Source: an optimization exercise on an open RTL-to-GDS flow (aim: small area and a short achievable clock period). Production flows keep margins and buffers that such runs may drop. Where RTL was checked, it was by simulation tests only, not by an equivalence proof against the original. The RTL of runs 3 to 8 was laid out without a check of its function. No activity file was given, so power comes from the tool's default toggle rates.

==> design.v <==
module CPU (clk, input_8bit, output_8bit, cmd_addr, cmd_8bit, rst);
  input  wire       clk;
  input  wire       rst;
  input  wire [7:0] input_8bit;
  input  wire [7:0] cmd_8bit;
  output wire [7:0] output_8bit;
  output reg  [7:0] cmd_addr;
  reg [7:0] r0, r1, r2, r3, r4, r5;
  reg [7:0] f;
  reg       boot;
  wire [1:0] op = cmd_8bit[7:6];
  wire [2:0] s  = cmd_8bit[5:3];
  wire [2:0] d  = cmd_8bit[2:0];
  wire is_imm = (op == 2'b00);
  wire is_cal = (op == 2'b01);
  wire is_cpy = (op == 2'b10);
  wire is_cnd = (op == 2'b11);
  wire [7:0] m0  = s[1] ? (s[0] ? r3 : r2) : (s[0] ? r1 : r0);
  wire [7:0] m1  = s[1] ? (s[0] ? 8'd0 : input_8bit) : (s[0] ? r5 : r4);
  wire [7:0] bus = s[2] ? m1 : m0;
  wire out_en = is_cpy & (d == 3'd6) & ~rst;
  assign output_8bit = {8{out_en}} & bus;
  wire [7:0] b   = r2 ^ {8{d[0]}};
  wire [7:0] sum = r1 + b + {7'd0, d[0]};
  wire [7:0] g   = r1 & r2;
  wire [7:0] o   = r1 | r2;
  wire [7:0] lg  = (d[0] ? g : o) ^ {8{d[0] ^ d[1]}};
  wire [7:0] alu = d[2] ? (d[1] ? 8'd0 : sum) : lg;
  wire z = (r3 == 8'd0);
  wire n = r3[7];
  wire t = d[2] ^ (d[0] & z | d[1] & n);
  wire jump = is_cnd & t;
  wire [7:0] r0_in = {8{~rst}} & (is_imm ? cmd_8bit : bus);
  wire [7:0] r3_in = {8{~rst}} & (is_cal ? alu : bus);
  wire [7:0] rx_in = {8{~rst}} & bus;
  wire we0 = rst | is_imm | (is_cpy & d == 3'd0);
  wire we1 = rst | (is_cpy & d == 3'd1);
  wire we2 = rst | (is_cpy & d == 3'd2);
  wire we3 = rst | is_cal | (is_cpy & d == 3'd3);
  wire we4 = rst | (is_cpy & d == 3'd4);
  wire we5 = rst | (is_cpy & d == 3'd5);
  always @(posedge clk) begin
    if (we0) r0 <= r0_in;
    if (we1) r1 <= rx_in;
    if (we2) r2 <= rx_in;
    if (we3) r3 <= r3_in;
    if (we4) r4 <= rx_in;
    if (we5) r5 <= rx_in;
  end
  always @(posedge clk) begin
    if (rst) begin
      cmd_addr <= 8'd0;
      f        <= 8'd0;
      boot     <= 1'b1;
    end else begin
      cmd_addr <= f;
      f        <= jump ? r0 : f + {7'd0, ~boot};
      boot     <= 1'b0;
    end
  end
endmodule
==> flow/run.sh <==
#!/bin/bash
# Own layout flow: the standard ORFS flow (standard.sh), with these changes:
#  - synthesis is the standard flow's synthesis script unchanged except for the abc script
#    (flow/abc.script, an area-oriented mapping); registers are mapped by the
#    same dfflibmap step before abc, so their names and cells are unchanged;
#  - extra ORFS make variables, one per line, from flow/make_args
#    (port buffer cell, clock tree options).
# Every tool's output goes to flow.log in the work folder, and ORFS writes its
# own per-step logs under orfs/logs.
set -euo pipefail
W=$(pwd)
sed 's#log_cmd abc {\*}\$abc_args#log_cmd abc -script '"$W"'/flow/abc.script {*}[lrange $abc_args 2 end]#' \
  "$FLOW_HOME/scripts/synth.tcl" > "$W/my_synth.tcl"
grep -q 'flow/abc.script' "$W/my_synth.tcl"
sed "s#source \$::env(SCRIPTS_DIR)/synth.tcl#source $W/my_synth.tcl#" "$W/synth_recipe.tcl" > "$W/my_synth_recipe.tcl"
grep -q 'my_synth.tcl' "$W/my_synth_recipe.tcl"
sed "s#SYNTH_SCRIPT=[^ ]*#SYNTH_SCRIPT=$W/my_synth_recipe.tcl#" "$W/standard.sh" > "$W/my_standard.sh"
grep -q 'my_synth_recipe.tcl' "$W/my_standard.sh"
args=()
if [[ -f "$W/flow/make_args" ]]; then
  while IFS= read -r line; do
    [[ -n "$line" && "$line" != \#* ]] && args+=("$line")
  done < "$W/flow/make_args"
fi
bash "$W/my_standard.sh" "${args[@]}" finish > "$W/flow.log" 2>&1
==> flow/abc.script <==
strash
&get -n
&dch
&nf -R 1000 -p
&put
==> flow/make_args <==
BUFFER_PORTS_ARGS=-buffer_cell sky130_fd_sc_hd__buf_2
CTS_ARGS=-repair_clock_nets -dont_use_dummy_load
==> standard.sh <==
#!/bin/bash
# synth_recipe.tcl (not shown) runs the flow's synth.tcl, then flattens the netlist and writes it again
# the make line also repeats each setting of config.mk as NAME=value (left out here)
make -C /OpenROAD-flow-scripts/flow DESIGN_CONFIG=/design/flow/config.mk WORK_HOME=/design/flow/orfs CLKGATE_MAP_FILE= SYNTH_SCRIPT=/design/flow/synth_recipe.tcl "${@:-finish}"
==> config.mk <==
export PLATFORM = sky130hd
export DESIGN_NAME = CPU
export DESIGN_NICKNAME = CPU
export VERILOG_FILES = /design/flow/design.v
export SDC_FILE = /design/flow/constraint.sdc
export NUM_CORES = 4
export LEC_CHECK = 0
export CAP_MARGIN = 20
export CORE_MARGIN = 2
export CORE_UTILIZATION = 40
export SETUP_SLACK_MARGIN = 2.5
export SLEW_MARGIN = 20
==> constraint.sdc <==
create_clock -name core_clock -period 6.0 [get_ports {clk}]
set_input_delay 1.2000 -clock core_clock [delete_from_list [all_inputs] [get_ports {clk}]]
set_output_delay 1.2000 -clock core_clock [all_outputs]
set_load 0.01 [all_outputs]
==> results of run 1 <==
-- layout make-up --
cell class                 count  share of cell area (%)
clock buffer                   9                    3.03
timing repair buffer          44                    8.06
sequential                    65                    43.6
multi-input combinational    221                    41.6
inverter                       4                   0.490
tap                          105                    3.22
-- layout by cell type (no fill, tap or decap), types with 3 or more instances in the layout --
cell,count
maj3_1,7
mux2i_1,10
xor2_1,14
nand3_1,8
nor3_1,3
a211oi_1,19
buf_2,30
nor2_1,41
ha_1,12
clkinv_1,3
dfxtp_1,17
a21oi_1,17
nor2b_1,8
mux4_2,8
o211ai_1,8
o21ai_4,5
edfxtp_1,48
clkbuf_8,9
o21ai_0,4
buf_6,3
o21ai_2,3
a31o_1,4
buf_4,7
xnor2_1,15
nand2_1,16
nor2_2,3
-- final timing paths --
check	endpoint	cells after the start	slack, ps	from
hold / removal	cmd_addr[0]$_SDFF_PP0_	1	470	f[0]$_SDFF_PP0_
hold reg to reg	cmd_addr[0]$_SDFF_PP0_	1	470	f[0]$_SDFF_PP0_
setup reg to reg	r3[7]$_DFFE_PP_	10	3170	r2[2]$_DFFE_PP_
setup / recovery	output_8bit[3]	5	2530	cmd_8bit[3]
-- critical path, stage by stage --
cell and delay [ps]:
buf_16 110, mux4_2 510, o21ai_2 230, nor2_1 70, buf_2 140
-- per-stage QoR --
stage	area (sq um)	cells	worst slack, ps	total power, uW	util [%]
finish	4080	448	2530	1050	49.7
CTS	4000	443	2480	1050	48.6
floorplan	3400	290	2710	690	-
global placement	3700	429	1790	754	45.0
detailed placement	3700	429	1810	756	45.0
global route	4080	448	2480	1110	49.7
-- per-layer routing --
metal	routed length, um	track usage (%)
met2	3800	29.3
met5	0	0
met3	405	4.62
met1	3790	25.8
met4	172	7.74
-- cell families after synthesis --
group / after synthesis / synth area share [%]
AO/OA/AOI/OAI: 66 / 12.8
flip-flops: 65 / 52.4
XOR/XNOR: 29 / 7.48
buffers and inverters: 4 / 0.442
AND/OR/NAND/NOR: 88 / 11.5
multiplexers: 18 / 8.25
adder cells (fa/ha/maj): 20 / 7.07
-- flip-flops by register name, summed over array words and instances (netlist names) --
signal and flops:
cmd_addr 8, r5 8, r1 8, boot 1
f 8, r4 8, r2 8, r0 8
r3 8
-- repair_timing --
action / 4_1_cts / 5_1_grt
cloned: 0 / 1
pin swaps: 4 / 3
setup endpoints to repair: 10 / 9
buffers inserted: 5 / 4
hold buffers: 0 / 0
resized for setup: 37 / 5
-- report_power, final --
part           total, uW  switching, uW  internal (uW)  leakage (uW)
Clock                276            143            133     0.0000647
Combinational        225            124            101      0.000866
Sequential           553           24.8            529      0.000635
==> summary.txt, run 1 <==
Netlist cell types: 31
Critical Path Fanout Max: 8
Synth Instances: 290
Rows: 33
clock transition at the registers of the reported paths: 70 ps
data required time of the critical path: 4800 ps
worst-case vdd ir drop: 0.145 mV
area of the core: 8220 sq um
dpl hpwl: 5890 um
Worst Tran Pin Value: 642 ps
WP data arrival: 2270 ps
Die ar.: 9250 sq um
Placer Congestion: 0.888
area of the multi-input gates: 1700 sq um
area added between synthesis and finish: 20.2%
Power Density: 258 nW/um^2
CTS max path bufs: 2
first-pass GRT wire length: 12700 um
P_leak: 0.00157 uW
WL/cell: 18.2 um
post-synth net total: 321
WS Path Type: in -> out
final hold slack: 469 ps
critical path launch point type: input pin
Ports: 34
Sink Count: 65
antenna violations before repair: 0
cell area after synthesis: 3400 sq um
max-slew violation count: 0
Residual DRC: 0
synth cell count leaders: edfxtp_1 (48), nor2_1 (44), a211oi_1 (19), a21oi_1 (17), dfxtp_1 (17)
Area contributors post-synth: edfxtp_1 (42%), dfxtp_1 (10%), mux4_2 (5.3%)
IO buf count: 33
layout cells sized above 1: 22.2%
number of flops mapped to enable cells by yosys: 48
vias post-DR: 2503
RSZ-0062 raised after global routing: yes
Seq cells post-synth: 65
Die H: 96.2 um
clock skew: 18.1 ps
clk root buf: clkbuf_8
1st-iter DRT viols: 182
clock latency (worst-skew pair): 350 ps
Vias per Instance: 5.59
Num CTS Buffers: 9
status: complete, no violations
Layout fillers: 748
vias in the first global route: 2353
Crit. End Element: output pin
fin nets: 376
top_reg_cell synth: edfxtp_1
register area share after synthesis: 52.4%
final setup vio count: 0
Sequential cell area: 1780 sq um
H-tree lvl count: 3
CTS tree: done
DRT Pass-1 Iters: 4
Syn Area/Cell: 11.7 sq um
Synth async-reset ratio: 0%
Final Hold Violating Endpoints: 0
Initial Utilization: 41.3%
Ant. Diodes: 0
Total GRT Usage: 19.1%
grt total ovfl: 0
Slew HR: 57.2%
post-route ant nets: 0
Fin Setup TNS: 0 ps
Synth warnings: 1
period utilisation layout: 57.8%
fin crit period: 3470 ps
largest net degree at the start of global routing: 49
highest clock rate: 288 MHz
max-cap viol count: 0
Routed WL: 8170 um
HP Class: reg -> reg
post-synth top area share: 42.4%
most common cell in the synthesized netlist: edfxtp_1
Die Wd: 96.2 um
cell taking the most area after synthesis: edfxtp_1
==> run 2: changes to the inputs <==
==> flow/make_args (replaced) <==
BUFFER_PORTS_ARGS=-buffer_cell sky130_fd_sc_hd__buf_2
CTS_ARGS=-sink_clustering_enable -repair_clock_nets -dont_use_dummy_load -buf_list sky130_fd_sc_hd__clkbuf_16 -sink_clustering_size 65 -sink_clustering_max_diameter 400 -sink_buffer_max_cap_derate 1.0
==> run 2 against run 1 <==
Against the previous run:
- area after synthesis is the same
- count of clock-buffer cells in the layout stayed put
- sequential share of layout area decreased by 1.3 points
- core utilization is 1.5 points higher
- die area stayed put
- largest cell class unchanged
- highest routed layer unchanged
- largest power group unchanged
- routed wire length is 0.58% higher
- sequential power barely moved
- critical path type unchanged
- power grew 14%
- cell count increased by 0.22%
- register-to-register slack better by 160 ps
==> summary.txt, run 2 <==
WL/cell: 18.3 um
most common cell after layout, fill and taps aside: edfxtp_1
Num CTS Buffers: 9
clock skew: 12.8 ps
Syn Area/Cell: 11.7 sq um
cell area after synthesis: 3400 sq um
placed cells: 429
Hold Buf Count CTS: 0
antenna violations before repair: 0
Power Density: 285 nW/um^2
Synth warnings: 1
register area share after synthesis: 52.4%
worst-case vdd ir drop: 0.157 mV
synth cell count leaders: edfxtp_1 (48), nor2_1 (44), a211oi_1 (19), a21oi_1 (17), dfxtp_1 (17)
clock latency (worst-skew pair): 320 ps
Area contributors post-synth: edfxtp_1 (42%), dfxtp_1 (10%), mux4_2 (5.3%)
cell taking the most area after synthesis: edfxtp_1
WS Path Type: in -> out
Residual DRC: 0
max-cap viol count: 0
Die ar.: 9250 sq um
P_leak: 0.00162 uW
largest net degree at the start of global routing: 49
CTS tree: done
Slew HR: 56.4%
status: complete, no violations
vias post-DR: 2484
Fin Setup TNS: 0 ps
Vias per Instance: 5.53
highest clock rate: 290 MHz
clk root buf: clkbuf_16
post-synth net total: 321
Setup WS pre-CTS: 1810 ps
Seq cells post-synth: 65
grt total ovfl: 0
DRT Pass-1 Iters: 4
first-pass GRT wire length: 12700 um
clock transition at the registers of the reported paths: 50 ps
worst r2r src: r2[2]$_DFFE_PP_
post-layout util: 51.2%
Worst Tran Pin Value: 653 ps
Final Hold Violating Endpoints: 0
fin cells: 449
number of flops mapped to enable cells by yosys: 48
area of the multi-input gates: 1720 sq um
CTS max path bufs: 2
Initial Utilization: 41.3%
Ant. Diodes: 0
Crit. End Element: output pin
IO buf count: 33
1st-iter DRT viols: 146
reg2reg setup slack: 3330 ps
area added between synthesis and finish: 23.9%
WP data arrival: 2250 ps
Die Wd: 96.2 um
final setup vio count: 0
fin nets: 377
Placer Congestion: 0.888
H-tree lvl count: 3
critical path launch point type: input pin
Worst Setup SP: cmd_8bit[3]
top_reg_cell synth: edfxtp_1
post-route ant nets: 0
most common cell in the synthesized netlist: edfxtp_1
Layout fillers: 733
layout cells sized above 1: 22.4%
Routed WL: 8220 um
dpl hpwl: 5890 um
Total GRT Usage: 19.0%
period utilisation layout: 57.5%
RSZ-0062 raised after global routing: yes
Final Worst Setup Slack: 2550 ps
Rows: 33
Synth Instances: 290
Ports: 34
Sink Count: 65
area of the core: 8220 sq um
post-synth top area share: 42.4%
Synth async-reset ratio: 0%
commonest non-fill, non-tap cells in the layout: edfxtp_1 (48), nor2_1 (41), buf_2 (29)
max-slew violation count: 0
data required time of the critical path: 4800 ps
HP Class: reg -> reg
Sequential cell area: 1780 sq um
vias in the first global route: 2352
fin crit period: 3450 ps
HP Start: f[0]$_SDFF_PP0_
Critical Path Fanout Max: 9
Netlist cell types: 31
Die H: 96.2 um
run 2: cell counts after synthesis:
No cell type changed its count.
run 2: stage by stage:
step | hold WS [ps] | total power, uW | area, sq um
2_1_floorplan | 445 | 690 | 3400
3_5_place_dp | 463 | 756 | 3700
6_report | 466 | 1200 | 4210
5_1_grt | 488 | 1260 | 4210
3_3_place_gp | 450 | 754 | 3700
4_1_cts | 470 | 1190 | 4060
run 2: worst paths after layout:
| path | end | cells past startpoint |
|---|---|---|
| setup reg to reg | r3[7]$_DFFE_PP_ | 10 |
| hold / removal | cmd_addr[0]$_SDFF_PP0_ | 1 |
| setup / recovery | output_8bit[3] | 5 |
| hold reg to reg | cmd_addr[0]$_SDFF_PP0_ | 1 |
run 2: critical path: stages:
cell and delay, ps:
buf_16 120, mux4_2 540, o21ai_4 190, nor2_1 70, buf_2 140
run 2: per-layer routing:
| metal | wire length [um] | global-route usage (%) | up-vias |
|---|---|---|---|
| li1 | - | - | 1210 |
| met1 | 3820 | 25.8 | 1197 |
| met2 | 3880 | 29.3 | 67 |
| met3 | 390 | 4.62 | 10 |
| met4 | 119 | 7.62 | 0 |
| met5 | 0 | 0 | - |
run 2: kinds of logic (layout without fill, tap and decap cells):
logic type / count (synthesis) / after routing / share of synthesized area (%)
DFF: 65 / 65 / 52.4
adders and majority gates: 20 / 20 / 7.07
muxes: 18 / 18 / 8.25
xor gates and xnor gates: 29 / 29 / 7.48
buffers and inverters: 4 / 58 / 0.442
and+or+nand+nor: 88 / 88 / 11.5
AOI/OAI and AO/OA: 66 / 66 / 12.8
run 2: timing repair:
item	in CTS	in global routing
gates resized for setup	36	11
buffers inserted	2	8
cloned	0	1
pin swaps	1	3
endpoints found under the setup margin	10	9
run 2: final cells by class:
cell class	instances	share of cell area (%)
Multi-Input combinational cell	221	40.9
Sequential cell	65	42.3
Inverter	4	0.476
Tap cell	105	3.12
Clock buffer	9	5.35
Timing Repair Buffer	45	7.85
run 2: where the power goes:
group	internal (uW)	leakage, uW	switching, uW
sequential	530	0.000635	24.8
clock	261	0.000111	156
combinational	103	0.000872	126
total	894	0.00162	307
==> run 3: changes to the inputs <==
--- a/design.v
+++ b/design.v
@@ -15,9 +15,18 @@
   wire is_cal = (op == 2'b01);
   wire is_cpy = (op == 2'b10);
   wire is_cnd = (op == 2'b11);
-  wire [7:0] m0  = s[1] ? (s[0] ? r3 : r2) : (s[0] ? r1 : r0);
-  wire [7:0] m1  = s[1] ? (s[0] ? 8'd0 : input_8bit) : (s[0] ? r5 : r4);
-  wire [7:0] bus = s[2] ? m1 : m0;
+  wire [7:0] sel;
+  genvar k;
+  generate
+    for (k = 0; k < 8; k = k + 1) begin : dec
+      assign sel[k] = (s == k);
+    end
+  endgenerate
+  wire [7:0] x01 = ({8{sel[0]}} & r0) | ({8{sel[1]}} & r1);
+  wire [7:0] x23 = ({8{sel[2]}} & r2) | ({8{sel[3]}} & r3);
+  wire [7:0] x45 = ({8{sel[4]}} & r4) | ({8{sel[5]}} & r5);
+  wire [7:0] x6  = ({8{sel[6]}} & input_8bit);
+  wire [7:0] bus = x01 | x23 | x45 | x6;
   wire out_en = is_cpy & (d == 3'd6) & ~rst;
   assign output_8bit = {8{out_en}} & bus;
   wire [7:0] b   = r2 ^ {8{d[0]}};
--- a/flow/run.sh
+++ b/flow/run.sh
@@ -1,7 +1,8 @@
 #!/bin/bash
 # Own layout flow: the standard ORFS flow (standard.sh), with these changes:
 #  - synthesis is the standard flow's synthesis script unchanged except for the abc script
-#    (flow/abc.script, an area-oriented mapping); registers are mapped by the
+#    (flow/abc.script, an area-oriented mapping) and any extra abc options
+#    in flow/abc_args (cells abc may not use); registers are mapped by the
 #    same dfflibmap step before abc, so their names and cells are unchanged;
 #  - extra ORFS make variables, one per line, from flow/make_args
 #    (port buffer cell, clock tree options).
@@ -9,7 +10,9 @@
 # own per-step logs under orfs/logs.
 set -euo pipefail
 W=$(pwd)
-sed 's#log_cmd abc {\*}\$abc_args#log_cmd abc -script '"$W"'/flow/abc.script {*}[lrange $abc_args 2 end]#' \
+extra=""
+[[ -f "$W/flow/abc_args" ]] && extra=$(tr '\n' ' ' < "$W/flow/abc_args")
+sed 's#log_cmd abc {\*}\$abc_args#log_cmd abc -script '"$W"'/flow/abc.script {*}[lrange $abc_args 2 end] '"$extra"'#' \
   "$FLOW_HOME/scripts/synth.tcl" > "$W/my_synth.tcl"
 grep -q 'flow/abc.script' "$W/my_synth.tcl"
 sed "s#source \$::env(SCRIPTS_DIR)/synth.tcl#source $W/my_synth.tcl#" "$W/synth_recipe.tcl" > "$W/my_synth_recipe.tcl"
==> flow/abc_args (new file) <==
-dont_use sky130_fd_sc_hd__a222oi_1
==> flow/make_args (replaced) <==
BUFFER_PORTS_ARGS=-buffer_cell sky130_fd_sc_hd__buf_2
==> run 3 against run 2 <==
Against the previous run:
- clock skew is 1.1 ps lower
- count of clock-buffer cells in the layout is the same
- non-clock buffer count grew 8
- clock power is 1% lower
- sequential cell count is the same
- still clean on timing, DRC and antenna
- synthesized cell count up 3.1%
- sequential power grew 1%
- largest power group unchanged
- sequential share of layout area down 1.0 points
- hold slack better by 4.5 ps
- register-to-register slack better by 80 ps
- worst setup slack got worse by 97 ps
==> summary.txt, run 3 <==
Synth async-reset ratio: 0%
largest net degree at the start of global routing: 49
WP data arrival: 2350 ps
area added between synthesis and finish: 30.2%
Slowest cell on crit path: and3b_2
area of the multi-input gates: 1770 sq um
P_int: 861 uW
data required time of the critical path: 4800 ps
clk root buf: clkbuf_8
reg2reg setup slack: 3410 ps
Residual DRC: 0
R2R cell count: 10
Synth Instances: 299
grt total ovfl: 0
period utilisation layout: 59.1%
Sequential cell area: 1780 sq um
worst-case vdd ir drop: 0.144 mV
R2R Path End: r3[7]$_DFFE_PP_
H-tree lvl count: 3
critical path launch point type: input pin
switching power: 342 uW
Fin Setup TNS: 0 ps
Netlist cell types: 31
1st-iter DRT viols: 334
clock latency (worst-skew pair): 350 ps
CTS max path bufs: 2
Critical Path Fanout Max: 8
max-cap viol count: 0
Placer Congestion: 0.927
IO buf count: 33
Ports: 34
WL/cell: 20.5 um
Power Density: 279 nW/um^2
crit path to: output_8bit[5]
Sink Count: 65
worst r2r src: r2[4]$_DFFE_PP_
Seq cells post-synth: 65
Seq pwr share: 46.6%
Synth warnings: 1
post-route ant nets: 0
Final Hold Violating Endpoints: 0
HP Class: reg -> reg
Slew HR: 54.7%
Die ar.: 9020 sq um
antenna violations before repair: 0
Rows: 33
Num CTS Buffers: 9
DRT Pass-1 Iters: 6
dpl hpwl: 6760 um
top_reg_cell synth: edfxtp_1
final setup vio count: 0
layout cells sized above 1: 29.3%
Total GRT Usage: 23.1%
clock network power share: 34.2%
Layout fillers: 705
Die Wd: 95.0 um
Area contributors post-synth: edfxtp_1 (44%), dfxtp_1 (10%), a22oi_1 (5.4%)
area of the core: 8130 sq um
Routed WL: 9710 um
P_leak: 0.00164 uW
Worst Setup SP: cmd_8bit[5]
number of flops mapped to enable cells by yosys: 48
highest clock rate: 282 MHz
cell taking the most area after synthesis: edfxtp_1
clock skew: 11.7 ps
Initial Utilization: 40.7%
most common cell in the synthesized netlist: edfxtp_1
vias in the first global route: 2680
max-slew violation count: 0
post-route total power: 1200 uW
Syn Area/Cell: 11.1 sq um
combinational fraction of design power: 19.2%
Die H: 95.0 um
Worst Tran Pin Value: 680 ps
register area share after synthesis: 53.8%
fin nets: 394
WS Path Type: in -> out
post-synth net total: 330
fin crit period: 3550 ps
Crit. End Element: output pin
Ant. Diodes: 0
Setup WS pre-CTS: 1820 ps
sw frac: 28.4%
status: complete, no violations
CTS tree: done
synth cell count leaders: edfxtp_1 (48), nor2_1 (41), a22oi_1 (24), a21oi_1 (23), a211oi_1 (20)
vias post-DR: 2782
crit path cell chain: buf_12 -> and3b_2 -> a22oi_2 -> nand3_2 -> a21oi_4 -> nor2_1 -> buf_2
CP max stage delay: 290 ps
most common cell after layout, fill and taps aside: edfxtp_1
Final Worst Setup Slack: 2450 ps
post-synth top area share: 43.5%
Hold Buf Count CTS: 0
clock transition at the registers of the reported paths: 70 ps
Vias per Instance: 5.88
RSZ-0062 raised after global routing: yes
cell area after synthesis: 3310 sq um
first-pass GRT wire length: 15000 um
commonest non-fill, non-tap cells in the layout: edfxtp_1 (48), nor2_1 (39), buf_2 (28)
-- run 3: stage by stage --
step | utilization [%] | hold WS, ps | cells | instance area [sq um]
after global routing | 53.0 | 484 | 473 | 4310
after CTS | 52.1 | 473 | 469 | 4240
after floorplan | - | 445 | 299 | 3310
after detailed placement | 44.4 | 463 | 437 | 3610
final | 53.0 | 471 | 473 | 4310
after global placement | 44.4 | 453 | 437 | 3610
-- run 3: worst min-delay path by stage --
stage	start	end	slack, ps	depth (start not counted)
finish	f[0]$_SDFF_PP0_	cmd_addr[0]$_SDFF_PP0_	470	1
floorplan	f[0]$_SDFF_PP0_	cmd_addr[0]$_SDFF_PP0_	440	1
global placement	f[0]$_SDFF_PP0_	cmd_addr[0]$_SDFF_PP0_	450	1
global route	f[0]$_SDFF_PP0_	cmd_addr[0]$_SDFF_PP0_	480	1
detailed placement	f[0]$_SDFF_PP0_	cmd_addr[0]$_SDFF_PP0_	460	1
CTS	f[0]$_SDFF_PP0_	cmd_addr[0]$_SDFF_PP0_	470	1
-- run 3: logic make-up after synthesis --
| group | Yosys count | synth area share, % |
|---|---|---|
| simple gates | 98 | 13.9 |
| flops | 65 | 53.8 |
| buf+inv | 4 | 0.453 |
| xor+xnor | 28 | 7.40 |
| fa+ha+maj | 20 | 7.25 |
| mux | 2 | 0.604 |
| compound gates | 82 | 16.6 |
-- run 3: repair_timing --
action                                  CTS  global route
gates resized for setup                  60             7
pin swaps                                15            16
endpoints found under the setup margin   10             8
buffers inserted                         16             4
-- run 3: layer usage --
| layer | routed length, um | part of all wire [%] | track usage [%] |
|---|---|---|---|
| met2 | 4580 | 47 | 36.8 |
| met1 | 3920 | 40 | 30.2 |
| met4 | 464 | 4.8 | 10.0 |
| met5 | 0 | 0 | 0 |
| met3 | 739 | 7.6 | 5.43 |
-- run 3: cell type report --
class / instances / area share (%)
clock buffers: 9 / 2.87
clock inverters: 7 / 2.20
inverters: 4 / 0.464
multi-input cells: 230 / 41.0
flip-flops and latches: 65 / 41.3
well taps: 105 / 3.05
repair buffers: 53 / 9.14
-- run 3: worst max-delay path: cells and delay by family --
| family | cells | cell delay [ps] |
|---|---|---|
| AO/OA/AOI/OAI | 2 | 420 |
| AND/OR/NAND/NOR | 3 | 470 |
| buffers and inverters | 2 | 250 |
-- run 3: power groups by stage --
| stage | clock (uW) | combinational, uW | sequential [uW] |
|---|---|---|---|
| 2_1_floorplan | 0 | 126 | 554 |
| 3_3_place_gp | 0 | 182 | 565 |
| 3_5_place_dp | 0 | 184 | 565 |
| 4_1_cts | 419 | 222 | 558 |
| 5_1_grt | 438 | 251 | 563 |
| 6_report | 412 | 231 | 560 |
==> run 4: changes to the inputs <==
--- a/design.v
+++ b/design.v
@@ -15,22 +15,30 @@
   wire is_cal = (op == 2'b01);
   wire is_cpy = (op == 2'b10);
   wire is_cnd = (op == 2'b11);
-  wire [7:0] sel;
+  wire [6:0] q;
   genvar k;
   generate
-    for (k = 0; k < 8; k = k + 1) begin : dec
-      assign sel[k] = (s == k);
+    for (k = 0; k < 7; k = k + 1) begin : dec
+      assign q[k] = (s == k);
     end
   endgenerate
-  wire [7:0] x01 = ({8{sel[0]}} & r0) | ({8{sel[1]}} & r1);
-  wire [7:0] x23 = ({8{sel[2]}} & r2) | ({8{sel[3]}} & r3);
-  wire [7:0] x45 = ({8{sel[4]}} & r4) | ({8{sel[5]}} & r5);
-  wire [7:0] x6  = ({8{sel[6]}} & input_8bit);
-  wire [7:0] bus = x01 | x23 | x45 | x6;
   wire out_en = is_cpy & (d == 3'd6) & ~rst;
-  assign output_8bit = {8{out_en}} & bus;
-  wire [7:0] b   = r2 ^ {8{d[0]}};
-  wire [7:0] sum = r1 + b + {7'd0, d[0]};
+  wire [7:0] bus;
+  genvar i;
+  generate
+    for (i = 0; i < 8; i = i + 1) begin : src
+      wire x01, x23, x45;
+      wire x6 = ~(q[6] & input_8bit[i]);
+      OVT_AOI22 u01 (.a(q[0]), .b(r0[i]), .c(q[1]), .d(r1[i]), .y(x01));
+      OVT_AOI22 u23 (.a(q[2]), .b(r2[i]), .c(q[3]), .d(r3[i]), .y(x23));
+      OVT_AOI22 u45 (.a(q[4]), .b(r4[i]), .c(q[5]), .d(r5[i]), .y(x45));
+      OVT_NAND4 ub  (.a(x01), .b(x23), .c(x45), .d(x6), .y(bus[i]));
+      OVT_AOI41 uo  (.a(x01), .b(x23), .c(x45), .d(x6), .e(~out_en), .y(output_8bit[i]));
+    end
+  endgenerate
+  wire [7:0] sa  = r1 + r2;
+  wire [7:0] ss  = r1 - r2;
+  wire [7:0] sum = d[0] ? ss : sa;
   wire [7:0] g   = r1 & r2;
   wire [7:0] o   = r1 | r2;
   wire [7:0] lg  = (d[0] ? g : o) ^ {8{d[0] ^ d[1]}};
@@ -68,3 +76,18 @@
     end
   end
 endmodule
+module OVT_AOI22 (a, b, c, d, y);
+  input  wire a, b, c, d;
+  output wire y;
+  assign y = ~(a & b | c & d);
+endmodule
+module OVT_NAND4 (a, b, c, d, y);
+  input  wire a, b, c, d;
+  output wire y;
+  assign y = ~(a & b & c & d);
+endmodule
+module OVT_AOI41 (a, b, c, d, e, y);
+  input  wire a, b, c, d, e;
+  output wire y;
+  assign y = ~(a & b & c & d | e);
+endmodule
--- a/flow/run.sh
+++ b/flow/run.sh
@@ -1,8 +1,7 @@
 #!/bin/bash
 # Own layout flow: the standard ORFS flow (standard.sh), with these changes:
 #  - synthesis is the standard flow's synthesis script unchanged except for the abc script
-#    (flow/abc.script, an area-oriented mapping) and any extra abc options
-#    in flow/abc_args (cells abc may not use); registers are mapped by the
+#    (flow/abc.script, an area-oriented mapping); registers are mapped by the
 #    same dfflibmap step before abc, so their names and cells are unchanged;
 #  - extra ORFS make variables, one per line, from flow/make_args
 #    (port buffer cell, clock tree options).
@@ -10,9 +9,7 @@
 # own per-step logs under orfs/logs.
 set -euo pipefail
 W=$(pwd)
-extra=""
-[[ -f "$W/flow/abc_args" ]] && extra=$(tr '\n' ' ' < "$W/flow/abc_args")
-sed 's#log_cmd abc {\*}\$abc_args#log_cmd abc -script '"$W"'/flow/abc.script {*}[lrange $abc_args 2 end] '"$extra"'#' \
+sed 's#log_cmd abc {\*}\$abc_args#log_cmd abc -script '"$W"'/flow/abc.script {*}[lrange $abc_args 2 end]#' \
   "$FLOW_HOME/scripts/synth.tcl" > "$W/my_synth.tcl"
 grep -q 'flow/abc.script' "$W/my_synth.tcl"
 sed "s#source \$::env(SCRIPTS_DIR)/synth.tcl#source $W/my_synth.tcl#" "$W/synth_recipe.tcl" > "$W/my_synth_recipe.tcl"
==> flow/make_args (replaced) <==
BUFFER_PORTS_ARGS=-buffer_cell sky130_fd_sc_hd__buf_2
CTS_ARGS=-sink_clustering_enable -repair_clock_nets -dont_use_dummy_load -sink_clustering_size 30 -sink_clustering_max_diameter 150
SYNTH_KEEP_MODULES=OVT_AOI22 OVT_NAND4 OVT_AOI41
removed: flow/abc_args
==> run 4 against run 3 <==
Against the previous run:
- register-to-register slack got worse by 460 ps
- maximum frequency up 2.0%
- cell area shrank 1.8%
- power fell by 13%
- via count fell by 1.1%
- worst setup slack better by 70 ps
- combinational power down 7%
- global-route usage shrank 4.1 points
- area after synthesis up 4.5%
- hold slack got worse by 9.7 ps
- routed wire length shrank 6.8%
- critical path type unchanged
- largest cell class unchanged
==> summary.txt, run 4 <==
clk root buf: clkbuf_8
Initial Utilization: 41.7%
IO buf count: 33
fin crit period: 3480 ps
Critical Path Fanout Max: 16
cell taking the most area after synthesis: edfxtp_1
CP max stage delay: 180 ps
Design Area, Final: 4230 sq um
top_reg_cell synth: edfxtp_1
Buf+Inv Stages, Crit Path: 4
clock skew: 22.4 ps
register area share after synthesis: 51.5%
Ant. Diodes: 0
WS Path Type: in -> out
post-synth net total: 345
Syn Area/Cell: 11.2 sq um
data required time of the critical path: 4800 ps
commonest non-fill, non-tap cells in the layout: edfxtp_1 (48), buf_2 (27), nor2_1 (26)
synth cell count leaders: edfxtp_1 (48), nor2_1 (27), a22oi_1 (24), nor2b_1 (19), nand2_1 (18)
Vias per Instance: 5.84
Routed WL: 9050 um
Rows: 33
Crit. End Element: output pin
max-cap viol count: 0
worst-case vdd ir drop: 0.145 mV
Residual DRC: 0
CTS max path bufs: 2
Total GRT Usage: 19.0%
dpl hpwl: 6360 um
Slew HR: 47.4%
R2R Path End: r3[7]$_DFFE_PP_
first-pass GRT wire length: 13800 um
reg2reg setup slack: 2950 ps
Hold EP: cmd_addr[0]$_SDFF_PP0_
largest net degree at the start of global routing: 43
Power Density: 246 nW/um^2
critical path's top delay family: buffers and inverters
layout cells sized above 1: 20.8%
most common cell in the synthesized netlist: edfxtp_1
Final Hold Violating Endpoints: 0
Die H: 97.0 um
Synth Instances: 310
Die Wd: 97.0 um
max-slew violation count: 0
status: complete, no violations
cell area after synthesis: 3460 sq um
WP data arrival: 2280 ps
Worst Tran Pin Value: 783 ps
CTS tree: done
critical path launch point type: input pin
Post-DP Area: 3770 sq um
worst r2r src: r2[0]$_DFFE_PP_
clock latency (worst-skew pair): 340 ps
Fin Setup TNS: 0 ps
Setup WS pre-CTS: 1810 ps
Area contributors post-synth: edfxtp_1 (42%), dfxtp_1 (9.8%), ha_1 (5.8%)
period utilisation layout: 57.9%
P_leak: 0.00157 uW
HP Class: reg -> reg
H-tree lvl count: 3
crit path cell chain: buf_6 -> clkinv_8 -> ha_2 -> nand4b_1 -> buf_6 -> a41oi_1 -> buf_2
antenna violations before repair: 0
Placer Congestion: 0.909
Ports: 34
grt total ovfl: 0
Slowest cell on crit path: ha_2
Hold Buf Count CTS: 0
vias in the first global route: 2617
Netlist cell types: 34
RSZ-0062 raised after global routing: yes
post-synth top area share: 41.6%
HP Start: f[0]$_SDFF_PP0_
fin nets: 403
Die ar.: 9410 sq um
highest clock rate: 288 MHz
WL/cell: 19.2 um
area of the core: 8300 sq um
most common cell after layout, fill and taps aside: edfxtp_1
final setup vio count: 0
Final Worst Setup Slack: 2520 ps
worst hold path depth: 1
Synth warnings: 1
Sink Count: 65
Seq cells post-synth: 65
number of flops mapped to enable cells by yosys: 48
DRT Pass-1 Iters: 5
clock transition at the registers of the reported paths: 50 ps
R2R cell count: 16
1st-iter DRT viols: 238
vias post-DR: 2752
CP most frequent cell: buf_6
post-route ant nets: 0
Synth async-reset ratio: 0%
Num CTS Buffers: 9
area added between synthesis and finish: 22.3%
## run 4: cell types whose count changed after synthesis, sizes merged, moves of 5 or more
cell | before | now
nand4 | 0 | 9
nand3 | 18 | 6
o21ai | 8 | 17
nor2b | 9 | 19
a41oi | 0 | 8
a21oi | 23 | 12
nor2 | 41 | 27
clkinv | 4 | 9
a211oi | 20 | 13
## run 4: repair_timing
action	in CTS	in global routing
cloned	0	1
resized for setup	20	23
buffers inserted	6	6
pin swaps	2	4
setup endpoints to repair	9	8
## run 4: how the worst max path moves through the flow
stage                            from              to  slack, ps  cells past startpoint
after detailed placement  cmd_8bit[5]  output_8bit[5]       1810                      5
after global placement    cmd_8bit[5]  output_8bit[3]       1830                      5
after CTS                 cmd_8bit[4]  output_8bit[5]       2500                      5
after global routing      cmd_8bit[0]  output_8bit[3]       2470                      7
after floorplan           cmd_8bit[4]  output_8bit[0]       2520                      3
final                     cmd_8bit[0]  output_8bit[0]       2520                      7
## run 4: layer usage
metal | track usage (%) | part of all wire, %
met3 | 4.26 | 6.9
met4 | 5.31 | 0.91
met5 | 0 | 0
met1 | 25.9 | 44
met2 | 30.7 | 48
## run 4: cell families after synthesis
family | after synthesis | share of synthesized area (%)
AOI/OAI and AO/OA | 93 | 19.0
and+or+nand+nor | 93 | 13.6
DFF | 65 | 51.5
xor gates and xnor gates | 25 | 6.33
adders and majority gates | 23 | 8.10
buffers and inverters | 9 | 0.976
muxes | 2 | 0.578
## run 4: per-stage QoR
stage | util [%] | hold WS, ps | power [uW] | std cells
after floorplan | - | 445 | 690 | 310
after global placement | 45.4 | 454 | 754 | 449
after detailed placement | 45.4 | 458 | 755 | 449
after CTS | 49.0 | 456 | 1040 | 464
after global routing | 51.0 | 472 | 1100 | 471
final | 51.0 | 461 | 1040 | 471
## run 4: where the power goes
group          internal [uW]  switching [uW]  total (uW)  leakage [uW]
Clock                    133             139         272     0.0000647
Sequential               528            29.0         557      0.000639
Combinational           92.9             122         215      0.000864
## run 4: final cells by class
cell class	count	area, sq um
multi-input combinational	236	1770
sequential	65	1780
inverter	9	46.3
timing repair buffer	47	380
tap	105	131
fill	760	4070
clock buffer	9	124
## run 4: Yosys stat by module (local to each module, per instance)
module     flip-flops and latches  area (sq um)  times used  cells inside
CPU                            65          3160           1           270
OVT_NAND4                       0          6.26           8             1
OVT_AOI41                       0          8.76           8             1
OVT_AOI22                       0          7.51          24             1
## run 4: worst reg2reg max path: cells and delay by family (launching register included)
family / cells / cell delay (ps)
AO/OA/AOI/OAI: 5 / 920
XOR/XNOR: 2 / 220
adder cells (fa/ha/maj): 2 / 620
buffers and inverters: 1 / 130
flip-flops: 1 / 430
AND/OR/NAND/NOR: 6 / 570
==> run 5: changes to the inputs <==
--- a/config.mk
+++ b/config.mk
@@ -8,5 +8,5 @@
 export CAP_MARGIN = 20
 export CORE_MARGIN = 2
 export CORE_UTILIZATION = 40
-export SETUP_SLACK_MARGIN = 2.5
+export SETUP_SLACK_MARGIN = 2.9
 export SLEW_MARGIN = 20
==> run 5 against run 4 <==
Against the previous run:
- critical path type unchanged
- cell area up 6.5%
- largest power group unchanged
- clock power about the same
- sequential power about the same
- sequential cell count unchanged
- power up 2.9%
==> summary.txt, run 5 <==
status: complete, no violations
worst r2r src: r2[2]$_DFFE_PP_
Num CTS Buffers: 9
Synth async-reset ratio: 0%
post-route ant nets: 0
clock latency (worst-skew pair): 340 ps
Vias per Instance: 5.87
dpl hpwl: 6600 um
most used routing layer: met2
Residual DRC: 0
Initial Utilization: 41.7%
grt total ovfl: 0
reg2reg setup slack: 3050 ps
Die ar.: 9410 sq um
Worst Tran Pin Value: 733 ps
Hold EP: cmd_addr[1]$_SDFF_PP0_
Layout fillers: 730
Routed WL: 9420 um
max-slew violation count: 0
DRT Pass-1 Iters: 4
Sequential cell area: 1780 sq um
synth cell count leaders: edfxtp_1 (48), nor2_1 (27), a22oi_1 (24), nor2b_1 (19), nand2_1 (18)
Syn Area/Cell: 11.2 sq um
worst-case vdd ir drop: 0.165 mV
area of the multi-input gates: 1940 sq um
Sink Count: 65
post-layout util: 54.3%
crit path cell chain: buf_12 -> and3b_4 -> a22oi_2 -> a41oi_2 -> buf_2
IO buf count: 33
final hold slack: 462 ps
fin crit period: 3410 ps
Placer Congestion: 0.962
antenna violations before repair: 0
most common cell in the synthesized netlist: edfxtp_1
CTS tree: done
Synth warnings: 1
area added between synthesis and finish: 30.3%
Rows: 33
area of the core: 8300 sq um
cell area after synthesis: 3460 sq um
R2R Path End: r3[6]$_DFFE_PP_
HP Start: f[1]$_SDFF_PP0_
Seq cells post-synth: 65
highest clock rate: 293 MHz
Hold Buf Count CTS: 0
clock transition at the registers of the reported paths: 70 ps
data required time of the critical path: 4800 ps
Die H: 97.0 um
clock skew: 17.8 ps
Netlist cell types: 34
Slowest cell on crit path: and3b_4
cell taking the most area after synthesis: edfxtp_1
layout cells sized above 1: 31.1%
Crit. End Element: output pin
Die Wd: 97.0 um
commonest non-fill, non-tap cells in the layout: edfxtp_1 (48), nor2_1 (25), buf_2 (25)
1st-iter DRT viols: 184
Fin Setup TNS: 0 ps
most common cell after layout, fill and taps aside: edfxtp_1
max-cap viol count: 0
Total GRT Usage: 20.7%
Buf+Inv Stages, Crit Path: 2
R2R cell count: 11
Ant. Diodes: 0
clk root buf: clkbuf_8
worst hold path depth: 1
P_leak: 0.00164 uW
Global Route met1 Usage: 26.4%
WS Path Type: in -> out
critical path launch point type: input pin
HP Class: reg -> reg
number of flops mapped to enable cells by yosys: 48
post-synth net total: 345
largest net degree at the start of global routing: 43
vias post-DR: 2824
post-synth top area share: 41.6%
first-pass GRT wire length: 14900 um
Power Density: 238 nW/um^2
Slew HR: 50.8%
fin nets: 413
Critical Path Fanout Max: 8
Final Hold Violating Endpoints: 0
period utilisation layout: 56.8%
vias in the first global route: 2799
CP max stage delay: 410 ps
critical path's top delay family: simple AND/OR/NAND/NOR gates
Setup WS pre-CTS: 1840 ps
Final Worst Setup Slack: 2590 ps
WL/cell: 19.6 um
GRT met3 Usage: 5.56%
CTS max path bufs: 2
final setup vio count: 0
H-tree lvl count: 3
Synth Instances: 310
register area share after synthesis: 51.5%
RSZ-0062 raised after global routing: yes
top_reg_cell synth: edfxtp_1
Ports: 34
grt met2 use: 34.5%
Area contributors post-synth: edfxtp_1 (42%), dfxtp_1 (9.8%), ha_1 (5.8%)
WP data arrival: 2210 ps
## run 5: cell counts after synthesis
No cell type changed its count.
## run 5: cells by family after synthesis
kind of cell / Yosys count / synth area share, %
AND/OR/NAND/NOR: 93 / 13.6
buffers and inverters: 9 / 0.976
XOR/XNOR: 25 / 6.33
adder cells (fa/ha/maj): 23 / 8.10
flip-flops: 65 / 51.5
AO/OA/AOI/OAI: 93 / 19.0
multiplexers: 2 / 0.578
## run 5: routing by layer
metal	share of wire, %	vias to the layer above
met5	0	-
met4	1.0	0
met3	5.6	9
met2	51	87
met1	42	1391
li1	-	1337
## run 5: per-module statistics from Yosys, one instance, submodules excluded
module	cell area, sq um	flip-flops and latches	cells	copies in the design
OVT_NAND4	6.26	0	1	8
OVT_AOI22	7.51	0	1	24
OVT_AOI41	8.76	0	1	8
CPU	3160	65	270	1
## run 5: worst register-to-register path: stages (launching register included)
cell and delay [ps]:
edfxtp_1 500, nor3_1 530, nor2_4 40, xnor2_1 220, ha_1 320, a21oi_2 170
o21ai_2 80, a21o_1 180, a21oi_2 150, xnor2_1 140, nand3_1 120, a311oi_2 320
## run 5: cell type report
cell class,count,share of cell area [%]
Sequential cell,65,39.5
Inverter,9,1.03
Clock buffer,9,2.75
Tap cell,105,2.91
Timing Repair Buffer,57,10.9
Multi-Input combinational cell,236,42.9
## run 5: through the flow
step / power [uW] / instance area [sq um] / instances
finish: 1070 / 4510 / 481
CTS: 1060 / 4340 / 472
detailed placement: 763 / 3870 / 449
global placement: 759 / 3870 / 449
floorplan: 693 / 3570 / 310
global route: 1130 / 4510 / 481
## run 5: power breakdown
group | internal (uW) | total [uW] | switching [uW] | leakage [uW]
registers | 528 | 560 | 31.9 | 0.000639
clock network | 133 | 272 | 139 | 0.0000647
logic | 108 | 241 | 133 | 0.000937
## run 5: worst max-delay path by stage
| stage | start | depth (start not counted) | slack [ps] | to |
|---|---|---|---|---|
| after CTS | cmd_8bit[4] | 5 | 2590 | output_8bit[3] |
| after floorplan | cmd_8bit[7] | 3 | 2710 | output_8bit[0] |
| after global routing | cmd_8bit[4] | 5 | 2540 | output_8bit[3] |
| final | cmd_8bit[4] | 5 | 2590 | output_8bit[3] |
| after detailed placement | rst | 4 | 1840 | output_8bit[3] |
| after global placement | rst | 4 | 1870 | output_8bit[3] |
## run 5: what timing repair did
action | 4_1_cts | 5_1_grt
gates resized for setup | 46 | 29
pin swaps | 13 | 25
setup buffers | 14 | 9
setup endpoints to repair | 11 | 10
gates cloned | 0 | 0
==> run 6: changes to the inputs <==
--- a/design.v
+++ b/design.v
@@ -22,7 +22,8 @@
       assign q[k] = (s == k);
     end
   endgenerate
-  wire out_en = is_cpy & (d == 3'd6) & ~rst;
+  wire out_en_n;
+  OVT_NEN uen (.op(op), .rst(rst), .d(d), .y(out_en_n));
   wire [7:0] bus;
   genvar i;
   generate
@@ -33,7 +34,7 @@
       OVT_AOI22 u23 (.a(q[2]), .b(r2[i]), .c(q[3]), .d(r3[i]), .y(x23));
       OVT_AOI22 u45 (.a(q[4]), .b(r4[i]), .c(q[5]), .d(r5[i]), .y(x45));
       OVT_NAND4 ub  (.a(x01), .b(x23), .c(x45), .d(x6), .y(bus[i]));
-      OVT_AOI41 uo  (.a(x01), .b(x23), .c(x45), .d(x6), .e(~out_en), .y(output_8bit[i]));
+      OVT_AOI41 uo  (.a(x01), .b(x23), .c(x45), .d(x6), .e(out_en_n), .y(output_8bit[i]));
     end
   endgenerate
   wire [7:0] sa  = r1 + r2;
@@ -91,3 +92,10 @@
   output wire y;
   assign y = ~(a & b & c & d | e);
 endmodule
+module OVT_NEN (op, rst, d, y);
+  input  wire [1:0] op;
+  input  wire       rst;
+  input  wire [2:0] d;
+  output wire       y;
+  assign y = ~(op[1] & ~op[0] & ~rst & d[2] & d[1] & ~d[0]);
+endmodule
==> flow/make_args (replaced) <==
BUFFER_PORTS_ARGS=-buffer_cell sky130_fd_sc_hd__buf_2
CTS_ARGS=-sink_clustering_enable -repair_clock_nets -dont_use_dummy_load -sink_clustering_size 30 -sink_clustering_max_diameter 150
SYNTH_KEEP_MODULES=OVT_AOI22 OVT_NAND4 OVT_AOI41 OVT_NEN
==> run 6 against run 5 <==
Against the previous run:
- still clean on timing, DRC and antenna
- worst setup slack improved by 58 ps
- core utilization is 1.6 points lower
- global-route usage decreased by 1.1 points
- first-iteration DRC count rose by 1.6%
- cell area increased by 0.42%
- synthesized cell count up 3.5%
- register-to-register slack gained 100 ps
- critical path depth up 1
- sequential cell count stayed put
- sequential power barely moved
==> summary.txt, run 6 <==
Placer Congestion: 0.934
clock transition at the registers of the reported paths: 50 ps
post-synth net total: 356
xor-xnor portion of the synthesized cell area: 5.54%
Hold EP: cmd_addr[7]$_SDFF_PP0_
DRT Pass-1 Iters: 4
vias post-DR: 2847
worst r2r src: r2[0]$_DFFE_PP_
most common cell after layout, fill and taps aside: edfxtp_1
Seq cells post-synth: 65
1st-iter DRT viols: 187
Die Wd: 97.3 um
IO buf count: 33
status: complete, no violations
simple logic cell fraction of the synthesized area: 15.6%
clock skew: 18.7 ps
antenna violations before repair: 0
top_reg_cell synth: edfxtp_1
dpl hpwl: 6430 um
WL/cell: 18.5 um
H-tree lvl count: 3
CTS max path bufs: 2
layout cells sized above 1: 30.1%
R2R Path End: r3[7]$_DFFE_PP_
data required time of the critical path: 4800 ps
cell taking the most area after synthesis: edfxtp_1
post-synthesis mux area share: 0.576%
Syn Area/Cell: 10.8 sq um
worst-case vdd ir drop: 0.179 mV
Worst Tran Pin Value: 649 ps
commonest non-fill, non-tap cells in the layout: edfxtp_1 (48), nor2_1 (35), buf_2 (27)
reg2reg setup slack: 3150 ps
post-synth top area share: 41.4%
Synth Area in Compound Gates: 18.0%
Synth async-reset ratio: 0%
Fin Setup TNS: 0 ps
Die ar.: 9460 sq um
worst hold path depth: 1
vias in the first global route: 2744
Vias per Instance: 5.77
Synth warnings: 1
Critical Path Fanout Max: 8
R2R cell count: 16
synth cell count leaders: edfxtp_1 (48), nor2_1 (36), a22oi_1 (24), nand2_1 (21), nor2b_1 (19)
Hold Buf Count CTS: 0
post-layout util: 52.7%
Crit. End Element: output pin
critical path launch point type: input pin
post-route ant nets: 0
Final Worst Setup Slack: 2650 ps
Final Hold Violating Endpoints: 0
max-cap viol count: 0
clk root buf: clkbuf_8
first-pass GRT wire length: 14200 um
Total GRT Usage: 19.6%
max-slew violation count: 0
final setup vio count: 0
RSZ-0062 raised after global routing: yes
CTS tree: done
P_leak: 0.00164 uW
Ports: 34
Routed WL: 9140 um
WS Path Type: in -> out
Netlist cell types: 36
Area contributors post-synth: edfxtp_1 (41%), dfxtp_1 (9.8%), ha_1 (5.8%)
cell area after synthesis: 3480 sq um
fin crit period: 3350 ps
grt total ovfl: 0
number of flops mapped to enable cells by yosys: 48
area added between synthesis and finish: 30.2%
Post-Synth Adder-Cell Area: 8.06%
Initial Utilization: 40.5%
clock latency (worst-skew pair): 330 ps
Slew HR: 56.5%
Residual DRC: 0
HP Class: reg -> reg
Design Area, Final: 4530 sq um
HP Start: f[7]$_SDFF_PP0_
largest family of logic cells by synthesized area: compound AO/OA/AOI/OAI gates
area of the core: 8590 sq um
WP data arrival: 2150 ps
Post-DP Area: 3900 sq um
largest net degree at the start of global routing: 46
Num CTS Buffers: 9
period utilisation layout: 55.9%
Sink Count: 65
Rows: 34
Synth Instances: 321
register area share after synthesis: 51.2%
fin nets: 422
Setup WS pre-CTS: 2040 ps
Ant. Diodes: 0
most common cell in the synthesized netlist: edfxtp_1
highest clock rate: 298 MHz
Die H: 97.3 um
Power Density: 234 nW/um^2
[run 6: stage by stage]
step | hold WS [ps] | total power (uW) | instances
after global routing | 489 | 1120 | 493
final | 474 | 1060 | 493
after floorplan | 445 | 691 | 321
after global placement | 454 | 755 | 463
after CTS | 475 | 1060 | 484
after detailed placement | 467 | 758 | 463
[run 6: critical path, stage by stage]
cell and delay [ps]:
buf_12 120, and3b_2 220, buf_12 150, a22oi_2 180
a41oi_2 120, buf_2 150
[run 6: layout make-up]
| class | instances | area (sq um) |
|---|---|---|
| fillers | 758 | 4060 |
| multi-input cells | 247 | 1950 |
| flip-flops and latches | 65 | 1780 |
| repair buffers | 55 | 503 |
| well taps | 108 | 135 |
| clock buffers | 9 | 124 |
| inverters | 9 | 38.8 |
[run 6: metal layers]
metal	vias to the layer above	GRT usage [%]	share of wire, %
li1	1365	-	-
met1	1387	24.9	43
met2	87	33.6	49
met3	8	4.39	6.5
met4	0	5.88	0.85
met5	-	0	0
[run 6: worst max-delay path by stage]
stage / to / startpoint / slack, ps
3_3_place_gp: output_8bit[7] / cmd_8bit[2] / 2130
3_5_place_dp: output_8bit[6] / cmd_8bit[2] / 2040
4_1_cts: output_8bit[0] / cmd_8bit[3] / 2660
2_1_floorplan: output_8bit[0] / cmd_8bit[0] / 2850
6_report: output_8bit[5] / cmd_8bit[3] / 2650
5_1_grt: output_8bit[0] / cmd_8bit[3] / 2600
[run 6: timing repair]
item | in CTS | in global routing
cloned | 0 | 0
setup buffers | 12 | 9
endpoints found under the setup margin | 11 | 9
pin swaps | 20 | 7
gates resized for setup | 53 | 17
[run 6: logic make-up after synthesis]
family / Yosys count
AND/OR/NAND/NOR: 110
multiplexers: 2
adder cells (fa/ha/maj): 23
flip-flops: 65
buffers and inverters: 9
XOR/XNOR: 22
AO/OA/AOI/OAI: 90
[run 6: per-module statistics from Yosys, one instance, submodules excluded]
module / cell area, sq um / cells / flip-flops and latches / copies in the design
CPU: 3160 / 278 / 65 / 1
OVT_AOI22: 7.51 / 1 / 0 / 24
OVT_AOI41: 8.76 / 1 / 0 / 8
OVT_NAND4: 6.26 / 1 / 0 / 8
OVT_NEN: 16.3 / 3 / 0 / 1
[run 6: report_power, final]
part | switching (uW) | internal [uW]
clock network | 138 | 133
logic | 128 | 103
registers | 32.0 | 528
total | 298 | 764
==> run 7: changes to the inputs <==
--- a/config.mk
+++ b/config.mk
@@ -8,5 +8,5 @@
 export CAP_MARGIN = 20
 export CORE_MARGIN = 2
 export CORE_UTILIZATION = 40
-export SETUP_SLACK_MARGIN = 2.9
+export SETUP_SLACK_MARGIN = 2.3
 export SLEW_MARGIN = 20
==> run 7 against run 6 <==
Against the previous run:
- clock skew up 1.3 ps
- register-to-register slack worse by 90 ps
- via count fell by 1.3%
- sequential share of layout area is 4.8 points higher
- maximum frequency shrank 6.6%
- global-route usage grew 0.64 points
- area after synthesis unchanged
- synthesized cell count stayed put
- worst setup slack worse by 240 ps
- clock power increased by 3%
- critical endpoint is now output_8bit[1]
==> summary.txt, run 7 <==
status: complete, no violations
data required time of the critical path: 4800 ps
Die H: 97.3 um
Initial Utilization: 40.5%
fin cells: 481
vias post-DR: 2810
most common cell after layout, fill and taps aside: edfxtp_1
number of flops mapped to enable cells by yosys: 48
layout cells sized above 1: 16.1%
largest net degree at the start of global routing: 46
fin crit period: 3590 ps
cell area after synthesis: 3480 sq um
Die ar.: 9460 sq um
Netlist cell types: 36
RSZ-0062 raised after global routing: no
post-synth top area share: 41.4%
IO buf count: 33
fin nets: 410
DRT Pass-1 Iters: 5
Critical Path Fanout Max: 8
clk root buf: clkbuf_8
Post-Synth Adder-Cell Area: 8.06%
register area share after synthesis: 51.2%
Seq cells post-synth: 65
Area contributors post-synth: edfxtp_1 (41%), dfxtp_1 (9.8%), ha_1 (5.8%)
1st-iter DRT viols: 266
Final Worst Setup Slack: 2410 ps
Placer Congestion: 0.867
Rows: 34
grt total ovfl: 0
Ant. Diodes: 0
Residual DRC: 0
period utilisation layout: 59.8%
top_reg_cell synth: edfxtp_1
antenna violations before repair: 0
Synth async-reset ratio: 0%
cell taking the most area after synthesis: edfxtp_1
clock transition at the registers of the reported paths: 70 ps
area of the core: 8590 sq um
Synth warnings: 1
Crit. End Element: output pin
critical path launch point type: input pin
Num CTS Buffers: 9
Synth Area in Compound Gates: 18.0%
WS Path Type: in -> out
WP data arrival: 2390 ps
Worst Tran Pin Value: 643 ps
placed cells: 466
first-pass GRT wire length: 14400 um
Routed WL: 9210 um
Ports: 34
WL/cell: 19.2 um
Synth Instances: 321
max-slew violation count: 0
largest family of logic cells by synthesized area: compound AO/OA/AOI/OAI gates
Fin Setup TNS: 0 ps
highest clock rate: 279 MHz
area added between synthesis and finish: 16.1%
CTS max path bufs: 2
post-route ant nets: 0
most common cell in the synthesized netlist: edfxtp_1
Total GRT Usage: 20.3%
HP Class: reg -> reg
clock skew: 20.0 ps
commonest non-fill, non-tap cells in the layout: edfxtp_1 (48), nor2_1 (35), buf_2 (31)
clock latency (worst-skew pair): 350 ps
post-synth net total: 356
Sink Count: 65
worst hold path depth: 1
Die Wd: 97.3 um
final setup vio count: 0
vias in the first global route: 2757
Final Hold Violating Endpoints: 0
xor-xnor portion of the synthesized cell area: 5.54%
post-synthesis mux area share: 0.576%
Setup WS pre-CTS: 2030 ps
Syn Area/Cell: 10.8 sq um
worst-case vdd ir drop: 0.136 mV
max-cap viol count: 0
simple logic cell fraction of the synthesized area: 15.6%
dpl hpwl: 6420 um
Power Density: 255 nW/um^2
H-tree lvl count: 3
Vias per Instance: 5.84
R2R cell count: 16
P_leak: 0.00150 uW
synth cell count leaders: edfxtp_1 (48), nor2_1 (36), a22oi_1 (24), nand2_1 (21), nor2b_1 (19)
Slew HR: 57.1%
CTS tree: done
## run 7: worst paths after layout
check	start	to	slack (ps)
worst max-delay path	cmd_8bit[5]	output_8bit[1]	2410
worst min-delay path	f[0]$_SDFF_PP0_	cmd_addr[0]$_SDFF_PP0_	450
worst max register to register	r2[0]$_DFFE_PP_	r3[7]$_DFFE_PP_	3060
worst min register to register	f[0]$_SDFF_PP0_	cmd_addr[0]$_SDFF_PP0_	450
## run 7: report_power, final
| part | leakage, uW | switching (uW) | internal (uW) |
|---|---|---|---|
| clock | 0.0000647 | 145 | 133 |
| sequential | 0.000639 | 27.7 | 528 |
| combinational | 0.000796 | 117 | 81.1 |
| total | 0.00150 | 289 | 742 |
## run 7: layout make-up
| cell class | count | area, sq um |
|---|---|---|
| clock buffers | 9 | 124 |
| fillers | 833 | 4560 |
| inverters | 9 | 37.5 |
| multi-input cells | 247 | 1700 |
| flip-flops and latches | 65 | 1780 |
| well taps | 108 | 135 |
| repair buffers | 43 | 258 |
## run 7: repair_timing
item,CTS,global route
pin swaps,1,0
buffers inserted,1,5
setup endpoints to repair,8,10
hold buffers,0,0
resized for setup,4,5
## run 7: cells by family (layout without fill, tap and decap cells)
family | count (synthesis) | in the layout
buf+inv | 9 | 61
compound gates | 90 | 90
flops | 65 | 65
mux | 2 | 2
xor+xnor | 22 | 22
fa+ha+maj | 23 | 23
simple gates | 110 | 110
## run 7: modules after synthesis, one instance, submodules excluded
module,cells inside,flip-flops and latches
OVT_NAND4,1,0
CPU,278,65
OVT_NEN,3,0
OVT_AOI22,1,0
OVT_AOI41,1,0
## run 7: metal layers
metal	vias up	routed length, um	global-route usage, %
met4	0	249	7.16
met5	-	0	0
li1	1345	-	-
met3	17	657	6.19
met1	1352	4030	26.5
met2	96	4270	32.0
## run 7: stage by stage
step	instance area, sq um	util (%)	power, uW	hold WS (ps)
6_report	4040	47.0	1030	453
5_1_grt	4040	47.0	1090	461
4_1_cts	3970	46.2	1030	453
3_5_place_dp	3820	44.4	754	464
3_3_place_gp	3810	44.3	750	454
2_1_floorplan	3480	-	687	445
## run 7: critical path, cell delays in order
cell     delay (ps)
buf_2           160
nor3_4          450
a22oi_1         190
a41oi_1         210
buf_2           160
==> run 8: changes to the inputs <==
--- a/config.mk
+++ b/config.mk
@@ -8,5 +8,5 @@
 export CAP_MARGIN = 20
 export CORE_MARGIN = 2
 export CORE_UTILIZATION = 40
-export SETUP_SLACK_MARGIN = 2.3
+export SETUP_SLACK_MARGIN = 2.55
 export SLEW_MARGIN = 20
==> run 8 against run 7 <==
Against the previous run:
- register-to-register slack got worse by 180 ps
- power rose by 1.5%
- maximum frequency grew 3.7%
- clock power about the same
- largest power group unchanged
- synthesized cell count is the same
- cell count unchanged
- critical endpoint is now output_8bit[2]
- combinational power increased by 8%
- area after synthesis stayed put
- sequential power is essentially flat
- highest routed layer unchanged
- cell area rose by 7.1%
- first-iteration DRC count up 1.1%
==> summary.txt, run 8 <==
status: complete, no violations
Netlist cell types: 36
Residual DRC: 0
period utilisation layout: 57.6%
Vias per Instance: 5.83
area added between synthesis and finish: 24.3%
Hold Buf Count CTS: 0
Layout fillers: 789
Power Density: 242 nW/um^2
Sink Count: 65
Initial Utilization: 40.5%
Crit. End Element: output pin
WL/cell: 19.5 um
WS Path Type: in -> out
Area contributors post-synth: edfxtp_1 (41%), dfxtp_1 (9.8%), ha_1 (5.8%)
Die ar.: 9460 sq um
H-tree lvl count: 3
1st-iter DRT viols: 269
Fin Setup TNS: 0 ps
Num CTS Buffers: 9
grt total ovfl: 0
Rows: 34
critical path's top delay family: compound AO/OA/AOI/OAI gates
RSZ-0062 raised after global routing: yes
worst r2r src: r2[0]$_DFFE_PP_
Routed WL: 9360 um
critical path launch point type: input pin
number of flops mapped to enable cells by yosys: 48
WP data arrival: 2260 ps
Synth warnings: 1
Buf+Inv Stages, Crit Path: 3
fin cells: 481
Ports: 34
dpl hpwl: 6300 um
post-route ant nets: 0
max-cap viol count: 0
Placer Congestion: 0.872
cell area after synthesis: 3480 sq um
fin crit period: 3460 ps
CTS max path bufs: 2
vias post-DR: 2802
Sequential cell area: 1780 sq um
antenna violations before repair: 0
Synth async-reset ratio: 0%
most common cell after layout, fill and taps aside: edfxtp_1
commonest non-fill, non-tap cells in the layout: edfxtp_1 (48), nor2_1 (35), buf_2 (26)
reg2reg setup slack: 2880 ps
Syn Area/Cell: 10.8 sq um
CP max stage delay: 300 ps
data required time of the critical path: 4800 ps
Ant. Diodes: 0
worst-case vdd ir drop: 0.188 mV
largest net degree at the start of global routing: 47
area of the core: 8590 sq um
Total GRT Usage: 19.5%
Die Wd: 97.3 um
vias in the first global route: 2703
synth cell count leaders: edfxtp_1 (48), nor2_1 (36), a22oi_1 (24), nand2_1 (21), nor2b_1 (19)
clock transition at the registers of the reported paths: 70 ps
fin nets: 410
R2R cell count: 16
Final Hold Violating Endpoints: 0
post-synth net total: 356
final setup vio count: 0
Slowest cell on crit path: a22oi_1
HP Class: reg -> reg
clock latency (worst-skew pair): 340 ps
Slew HR: 53.8%
DRT Pass-1 Iters: 4
Die H: 97.3 um
first-pass GRT wire length: 14200 um
Worst Tran Pin Value: 693 ps
Critical Path Fanout Max: 8
layout cells sized above 1: 23.6%
crit path cell chain: buf_8 -> nor3b_4 -> buf_12 -> a22oi_1 -> a41oi_2 -> buf_2
cell taking the most area after synthesis: edfxtp_1
Crit path depth: 6
register area share after synthesis: 51.2%
clock skew: 17.1 ps
Seq cells post-synth: 65
P_leak: 0.00156 uW
clk root buf: clkbuf_8
CTS tree: done
Worst Setup SP: cmd_8bit[4]
max-slew violation count: 0
most common cell in the synthesized netlist: edfxtp_1
Synth Instances: 321
area of the multi-input gates: 1870 sq um
placed cells: 464
top_reg_cell synth: edfxtp_1
post-synth top area share: 41.4%
R2R Path End: r3[7]$_DFFE_PP_
highest clock rate: 289 MHz
crit path to: output_8bit[2]
IO buf count: 33
run 8: through the flow:
| stage | util (%) | cell area [sq um] | hold WS, ps | power (uW) | setup WS (ps) |
|---|---|---|---|---|---|
| finish | 50.3 | 4320 | 472 | 1050 | 2540 |
| floorplan | - | 3480 | 445 | 687 | 2580 |
| global placement | 44.2 | 3800 | 453 | 747 | 1760 |
| CTS | 48.0 | 4130 | 477 | 1040 | 2560 |
| detailed placement | 44.3 | 3800 | 468 | 752 | 1860 |
| global route | 50.3 | 4320 | 496 | 1100 | 2500 |
run 8: kinds of logic (layout without fill, tap and decap cells):
kind of cell	after synthesis	after routing	synth area share [%]
mux	2	2	0.576
buf+inv	9	61	0.971
xor+xnor	22	22	5.54
compound gates	90	90	18.0
fa+ha+maj	23	23	8.06
flops	65	65	51.2
simple gates	110	110	15.6
run 8: what timing repair did:
item                                   in CTS  in global routing
resized for setup                          23                 38
setup endpoints to repair                   9                  8
endpoints found under the hold margin       0                  0
pin swaps                                   4                 13
setup buffers                               7                  1
run 8: how the worst min path moves through the flow:
stage                          startpoint                endpoint  slack, ps  cells past startpoint
after floorplan           f[0]$_SDFF_PP0_  cmd_addr[0]$_SDFF_PP0_        440                      1
after global placement    f[0]$_SDFF_PP0_  cmd_addr[0]$_SDFF_PP0_        450                      1
after detailed placement  f[0]$_SDFF_PP0_  cmd_addr[0]$_SDFF_PP0_        470                      1
after CTS                 f[0]$_SDFF_PP0_  cmd_addr[0]$_SDFF_PP0_        480                      1
after global routing      f[7]$_SDFF_PP0_  cmd_addr[7]$_SDFF_PP0_        500                      1
final                     f[0]$_SDFF_PP0_  cmd_addr[0]$_SDFF_PP0_        470                      1
run 8: routing by layer:
| layer | up-vias | global-route usage [%] | routed length (um) |
|---|---|---|---|
| li1 | 1335 | - | - |
| met1 | 1366 | 27.1 | 4140 |
| met2 | 92 | 29.8 | 4550 |
| met3 | 9 | 4.60 | 585 |
| met4 | 0 | 7.59 | 89 |
| met5 | - | 0 | 0 |
run 8: area by class of cell:
class / count / share of cell area, %
timing repair buffer: 43 / 8.56
inverter: 9 / 0.897
tap: 108 / 3.13
sequential: 65 / 41.2
clock buffer: 9 / 2.86
multi-input combinational: 247 / 43.3
run 8: power by group:
part	switching [uW]	internal, uW	total (uW)
clock	143	133	276
sequential	30.5	528	558
combinational	122	90.8	213
total	295	752	1050
run 8: Yosys stat by module, one instance, submodules excluded:
module     cells  area [sq um]
CPU          278          3160
OVT_NEN        3          16.3
OVT_AOI41      1          8.76
OVT_AOI22      1          7.51
OVT_NAND4      1          6.26

==> afterwards: timing with drivers on the ports <==
How much do the figures lean on ideal ports? The routed layouts below were timed once more, with nothing changed but the port constraints. Step 1 (the two cells are an assumption about what drives the block):
set clk [get_ports {clk}]
set_driving_cell -lib_cell sky130_fd_sc_hd__clkbuf_16 $clk
set_driving_cell -lib_cell sky130_fd_sc_hd__buf_2 [delete_from_list [all_inputs] $clk]
Step 2 also shifts input and output timing later by t, the mid clock arrival at the registers, as if the neighbouring blocks saw the same clock. a / b / c = no drivers / after step 1 / after step 2; a / b = the first two.
run | t (ns) | setup WS [ns] | worst hold slack (ns)
run 1 | 0.369 | 2.532 / 2.390 / 2.266 | 0.469 / 0.469 / 0.469
run 2 | 0.353 | 2.551 / 2.408 / 2.408 | 0.466 / 0.466 / 0.466
run 3 | 0.370 | 2.455 / 2.398 / 2.398 | 0.471 / 0.471 / 0.471
run 4 | 0.361 | 2.525 / 2.494 / 2.293 | 0.461 / 0.461 / 0.461
run 5 | 0.354 | 2.590 / 2.538 / 2.538 | 0.462 / 0.462 / 0.462
run 6 | 0.353 | 2.648 / 2.597 / 2.585 | 0.474 / 0.474 / 0.474
run 7 | 0.369 | 2.412 / 2.387 / 2.304 | 0.453 / 0.453 / 0.453
run 8 | 0.358 | 2.542 / 2.494 / 2.339 | 0.472 / 0.472 / 0.472
After both steps setup and hold are still met in every run listed. For run 1, which loses most, drivers alone change the setup slack by -0.142 ns; drivers and shift together by -0.266 ns.
